This is an optimization exercise on Yosys and OpenROAD, whose aim is small area, a short achievable clock period and few clock cycles per item, not a production implementation.
The RTL was checked by simulation tests, not by an equivalence proof against the original design.

==> v37: inputs <==
==> flow/design.v (excerpt) <==
module murmur_multi#(
    parameter NUM_HASHER = 4
)(
    input logic clk,
    input logic resetn,
    output logic [NUM_HASHER-1:0] in_ready,
    input logic [NUM_HASHER-1:0] [63:0] in_data,
    input logic [NUM_HASHER-1:0] in_valid,
    input logic [NUM_HASHER-1:0] in_last_processed,
    input logic [NUM_HASHER-1:0] [63:0] in_serialnum,
    input logic [NUM_HASHER-1:0] out_ready,
    output logic [NUM_HASHER-1:0] [63:0] out_tuple,
    output logic [NUM_HASHER-1:0] [31:0] out_tag,
    output logic [NUM_HASHER-1:0] out_valid,
    output logic [NUM_HASHER-1:0] out_last_processed,
    output logic [NUM_HASHER-1:0] [63:0] out_serialnum
    );
Settings: LEC_CHECK=0, CAP_MARGIN=20, CORE_MARGIN=2, CORE_UTILIZATION=55, SETUP_SLACK_MARGIN=1.6, SLEW_MARGIN=20, SYNTH_HIERARCHICAL=1, SYNTH_MINIMUM_KEEP_SIZE=0; clock period 8.0 ns.
standard.sh (not shown) runs the stock make flow with config.mk's settings and CLKGATE_MAP_FILE= SYNTH_SCRIPT=/design/flow/synth_recipe.tcl, a recipe that flattens the netlist after the stock synthesis.
==> flow/flow/run.sh <==
#!/bin/bash
# The standard layout, with plain buf_1 cells as the port buffers (buffer_ports
# otherwise picks clkdlybuf4s50_1 delay cells). Every port is still buffered.
set -euo pipefail
export BUFFER_PORTS_ARGS="-buffer_cell sky130_fd_sc_hd__buf_1"
bash standard.sh > standard.log 2>&1
==> v29 (differences from v37) <==
--- a/flow/config.mk
+++ b/flow/config.mk
@@ -10,3 +10,3 @@
 export CORE_UTILIZATION = 55
-export SETUP_SLACK_MARGIN = 1.6
+export SETUP_SLACK_MARGIN = 0.8
 export SLEW_MARGIN = 20
==> v36 (differences from v37) <==
--- a/flow/config.mk
+++ b/flow/config.mk
@@ -9,4 +9,3 @@
 export CORE_MARGIN = 2
-export CORE_UTILIZATION = 55
-export SETUP_SLACK_MARGIN = 1.6
+export CORE_UTILIZATION = 40
 export SLEW_MARGIN = 20
==> key figures <==
Status
  – Status: no timing/DRC/antenna violations

STA
  – Max Clk Rate: between 100 and 150 MHz
  – Period utilization: between 90% and 100%

Route
  – Vias per inst: slightly below 6
  – Post-Route WL: between 200000 and 250000 um

Global route
  – Met2 Track Usage GR: a little under three fifths

Placed design
  – Placed insts: between 6000 and 7000

Floorplan
  – Die area: about 0.11 sq mm
  – Die Wd: 337 um

Layout
  – Nets: 7825
  – Layout area overhead: 22.0%
  – Final Core Density: between 60% and 70%

Setup path
  – Critical path origin: lane[3].murmur_inst.h2_q[9]
  – Reg2reg start: lane[0].murmur_inst.out_valid
Source of the figures above: v29

==> key figures <==
Status
  – Status: no timing/DRC/antenna violations

Global route
  – Met2 Track Usage GR: a little over two fifths

Layout
  – Nets: approximately 7700
  – Final Core Density: between 40 and 50%
  – Layout area overhead: 19.1%

Setup path
  – Critical path origin: lane[3].murmur_inst.h2_q[0]
  – Reg2reg start: lane[1].murmur_inst.out_valid

Placed design
  – Placed insts: around 7400
  – Dpl hpwl: 172000 um

STA
  – Final worst slack: about 220 ps
  – Max Clk Rate: around 130 MHz

Yosys
  – Syn Area/Cell: approximately 15 sq um

Floorplan
  – Die area: between 0.15 and 0.2 sq mm
  – Die Wd: 394 um

Route
  – Vias per inst: 5.21
  – Post-Route WL: 201000 um
Source of the figures above: v36

==> key figures <==
Layout
  – Nets: approximately 8000
  – Final Core Density: between 70% and 80%
  – Layout area overhead: 30.0%

STA
  – Period utilization: slightly below 90%
  – Max Clk Rate: around 140 MHz
  – Crit path time final: about 7100 ps

Floorplan
  – Die Wd: 337 um
  – Die area: about 0.11 sq mm

Yosys
  – Synth cell types: 63

Status
  – Status: no timing/DRC/antenna violations

Placed design
  – Placed insts: approximately 6900

Setup path
  – Reg2reg start: lane[2].murmur_inst.out_valid
  – Critical path origin: lane[3].murmur_inst.h2_q[12]

Global route
  – Met2 Track Usage GR: ~57%
  – Vias in the first global route: between 40000 and 50000

Clock network
  – CTS max path bufs: 3

Route
  – Post-Route WL: roughly 230000 um
Source of the figures above: v37

Testbench counts of v37, summed over its fixed seeds: cycles 12,008, items 48,000.
Testbench counts of v29, summed over its fixed seeds: cycles 12,008, items 48,000.
Testbench counts of v36, summed over its fixed seeds: cycles 12,008, items 48,000.

==> build 43 <==
murmur_multi, a different RTL version from the one above (not shown whole).
==> flow/config.mk <==
export PLATFORM = sky130hd
export DESIGN_NAME = murmur_multi
export DESIGN_NICKNAME = murmur_multi
export VERILOG_FILES = /design/flow/design.v
export SDC_FILE = /design/flow/constraint.sdc
export NUM_CORES = 4
export LEC_CHECK = 0
export CAP_MARGIN = 20
export CORE_MARGIN = 2
export CORE_UTILIZATION = 55
export SETUP_SLACK_MARGIN = 0.9
export SLEW_MARGIN = 20
export SYNTH_HIERARCHICAL = 1
export SYNTH_MINIMUM_KEEP_SIZE = 0
export TNS_END_PERCENT = 10
==> flow/constraint.sdc <==
create_clock -name core_clock -period 8.0 [get_ports {clk}]
set_input_delay 1.6000 -clock core_clock [delete_from_list [all_inputs] [get_ports {clk}]]
set_output_delay 1.6000 -clock core_clock [all_outputs]
set_load 0.01 [all_outputs]
Scripts as last shown in full above: flow/flow/run.sh
==> trial 52: changes against build 43 <==
--- a/flow/config.mk
+++ b/flow/config.mk
@@ -7,7 +7,7 @@
 export LEC_CHECK = 0
 export CAP_MARGIN = 20
 export CORE_MARGIN = 2
-export CORE_UTILIZATION = 55
+export CORE_UTILIZATION = 50
 export SETUP_SLACK_MARGIN = 0.9
 export SLEW_MARGIN = 20
 export SYNTH_HIERARCHICAL = 1
==> results.cfg <==
[status]
run_status = no timing/DRC/antenna violations

[place]
dp_cells = 6465

[setup_path]
arrival_ns = 5.49
worstReg2RegEnd = lane[2].murmur_inst.out_valid

[timing]
worst_hold_slack_ns = 0.512
min_period_over_period_pct = 88.6
slew_headroom_pct = 32.7

[die]
core_area_um2 = 116000

[route]
met3_length_mm = 19.5
drt_wl_total_mm = 214

[final_layout]
clock_area_share_pct = 3.58
drive_above_1_share_pct = 13.2
signal_buffer_area_fraction_pct = 10.4
buffers = 1558
The numbers above come from trial 52.

==> results.cfg <==
[setup_path]
arrival_ns = 5.50
worstReg2RegEnd = lane[0].murmur_inst.out_valid

[die]
core_area_um2 = 106000

[timing]
rsz0062_at_grt = yes
min_period_over_period_pct = 88.7
slew_headroom_pct = 29.2

[final_layout]
buffers = 1524
drive_above_1_share_pct = 13.0
signal_buffer_area_fraction_pct = 10.2
clock_area_share_pct = 3.40

[route]
met3_length_mm = 48.8
drt_wl_total_mm = 252

[status]
run_status = no timing/DRC/antenna violations

[yosys]
synthArstFlopShare_pct = 0
synth_top_area_share_pct = 46.2
The numbers above come from build 43.

Testbench counts of build 43, summed over its fixed seeds: cycles 12,008, items 48,000.
Testbench counts of trial 52, summed over its fixed seeds: cycles 12,008, items 48,000.

==> v21: inputs <==
murmur_multi again, from the RTL that the note above started with.
export LEC_CHECK = 0
export CAP_MARGIN = 20
export CORE_MARGIN = 2
export CORE_UTILIZATION = 55
export SETUP_SLACK_MARGIN = 1.2
export SLEW_MARGIN = 20
export SYNTH_HIERARCHICAL = 1
export SYNTH_MINIMUM_KEEP_SIZE = 0
export TNS_END_PERCENT = 10
create_clock -name core_clock -period 8.0 [get_ports {clk}]
Scripts as last shown in full above: flow/flow/run.sh
==> v35: changes against v21 <==
Settings changed: PLACE_DENSITY set to 0.5, SETUP_SLACK_MARGIN 1.2 to 0.9.
==> comparison <==
v21 went through all stages and came out clean. v35 went through all stages and came out clean.
In clock skew, v35 and v21 do not differ.
Between v21 and v35, the lower non-clock buffer count is in v35 (gap 29).
Of v35 and v21, v21 has the higher final cell count (gap about 0.7%, measured against v21).
Synthesized cell count is the same in v21 and v35.
In v35 the worst setup slack is worse than in v21, by 0.15 ns.
In v35 the via count is smaller than in v21, by about 0.6%.
Against v35, the global-route usage of v21 is higher by 1.4 points.
In v21 the hold slack is better than in v35, by 0.021 ns.
Testbench counts of v21, summed over its fixed seeds: cycles 12,008, items 48,000.
Testbench counts of v35, summed over its fixed seeds: cycles 12,008, items 48,000.

==> job 2494 <==
Another version of the RTL of murmur_multi (not shown whole).
## murmur_multi
module murmur_multi#(
    parameter NUM_HASHER = 4
)(
    input logic clk,
    input logic resetn,
    output logic [NUM_HASHER-1:0] in_ready,
    input logic [NUM_HASHER-1:0] [63:0] in_data,
    input logic [NUM_HASHER-1:0] in_valid,
    input logic [NUM_HASHER-1:0] in_last_processed,
    input logic [NUM_HASHER-1:0] [63:0] in_serialnum,
    input logic [NUM_HASHER-1:0] out_ready,
    output logic [NUM_HASHER-1:0] [63:0] out_tuple,
    output logic [NUM_HASHER-1:0] [31:0] out_tag,
    output logic [NUM_HASHER-1:0] out_valid,
    output logic [NUM_HASHER-1:0] out_last_processed,
    output logic [NUM_HASHER-1:0] [63:0] out_serialnum
    );
for (genvar i = 0; i < NUM_HASHER; i = i + 1) begin : lane
    logic [95:0] out_data;
    murmur murmur_inst (
            .clk(clk),
            .resetn(resetn),
            .in_ready(in_ready[i]),
            .in_data(in_data[i]),
            .in_valid(in_valid[i]),
            .in_last_processed(in_last_processed[i]),
            .in_serialnum(in_serialnum[i]),
            .out_ready(out_ready[i]),
            .out_valid(out_valid[i]),
            .out_data(out_data),
            .out_last_processed(out_last_processed[i]),
  ...
Settings: LEC_CHECK=0, CAP_MARGIN=20, CORE_MARGIN=2, CORE_UTILIZATION=55, SETUP_SLACK_MARGIN=0.6, SLEW_MARGIN=20, SYNTH_HIERARCHICAL=1, SYNTH_MINIMUM_KEEP_SIZE=0, TNS_END_PERCENT=10; clock period 8.0 ns.
Scripts as last shown in full above: flow/flow/run.sh
==> job 9356 (differences from job 2494) <==
--- a/flow/config.mk
+++ b/flow/config.mk
@@ -9,3 +9,3 @@
 export CORE_MARGIN = 2
-export CORE_UTILIZATION = 55
+export CORE_UTILIZATION = 58
 export SETUP_SLACK_MARGIN = 0.6
@@ -14,2 +14 @@
 export SYNTH_MINIMUM_KEEP_SIZE = 0
-export TNS_END_PERCENT = 10
==> results.txt <==
Job 2494 finished clean. Job 9356 died in I/O pin placement. Synthesized area is the same in job 2494 and job 9356. In synthesized cell count, job 9356 and job 2494 do not differ.
Testbench counts of job 2494, summed over its fixed seeds: cycles 12,008, items 48,000.
Testbench counts of job 9356, summed over its fixed seeds: cycles 12,008, items 48,000.

[re-timing with driven ports]
In the flow no input, the clock included, has a driving cell. The finished layouts below were timed again as built, in two steps.
Step 1 sets driving cells, clkbuf_16 on the clock port and buf_2 on the other inputs (assumed; they add their load-dependent delay and slew).
Step 2, shift: input delay + t, output delay - t, t = (earliest + latest rising clock arrival at the registers) / 2. This alone moves slack from input paths to output paths.
Three values: ideal, step 1, step 2; two values: the first two.
run | shift t [ns] | setup WS [ns] | worst hold slack (ns) | clock arrival spread, ns | worst data-port slew with drivers (ns)
v37 | 0.736 | 0.864 / 0.797 / 1.040 | 0.515 / 0.515 / 0.515 | 0.049 / 0.049 | 0.19
v29 | 0.736 | 0.789 / 0.719 / 0.539 | 0.541 / 0.541 / 0.541 | 0.036 / 0.036 | 0.17
v36 | 0.780 | 0.221 / 0.134 / 0.603 | 0.512 / 0.512 / 0.512 | 0.093 / 0.092 | 0.16
build 43 | 0.746 | 0.901 / 0.817 / 0.680 | 0.542 / 0.542 / 0.542 | 0.052 / 0.051 | 0.23
trial 52 | 0.760 | 0.915 / 0.830 / 0.568 | 0.512 / 0.512 / 0.512 | 0.038 / 0.037 | 0.33
v21 | 0.748 | 0.907 / 0.825 / 0.676 | 0.546 / 0.546 / 0.546 | 0.053 / 0.053 | 0.23
v35 | 0.752 | 0.758 / 0.674 / 0.577 | 0.526 / 0.526 / 0.526 | 0.047 / 0.047 | 0.29
job 2494 | 0.736 | 0.538 / 0.452 / 0.690 | 0.526 / 0.526 / 0.526 | 0.065 / 0.065 | 0.28
After both steps setup and hold are still met in every run listed. The setup slack of trial 52, which loses most, moves by -0.085 ns with the drivers and by -0.347 ns with both steps.
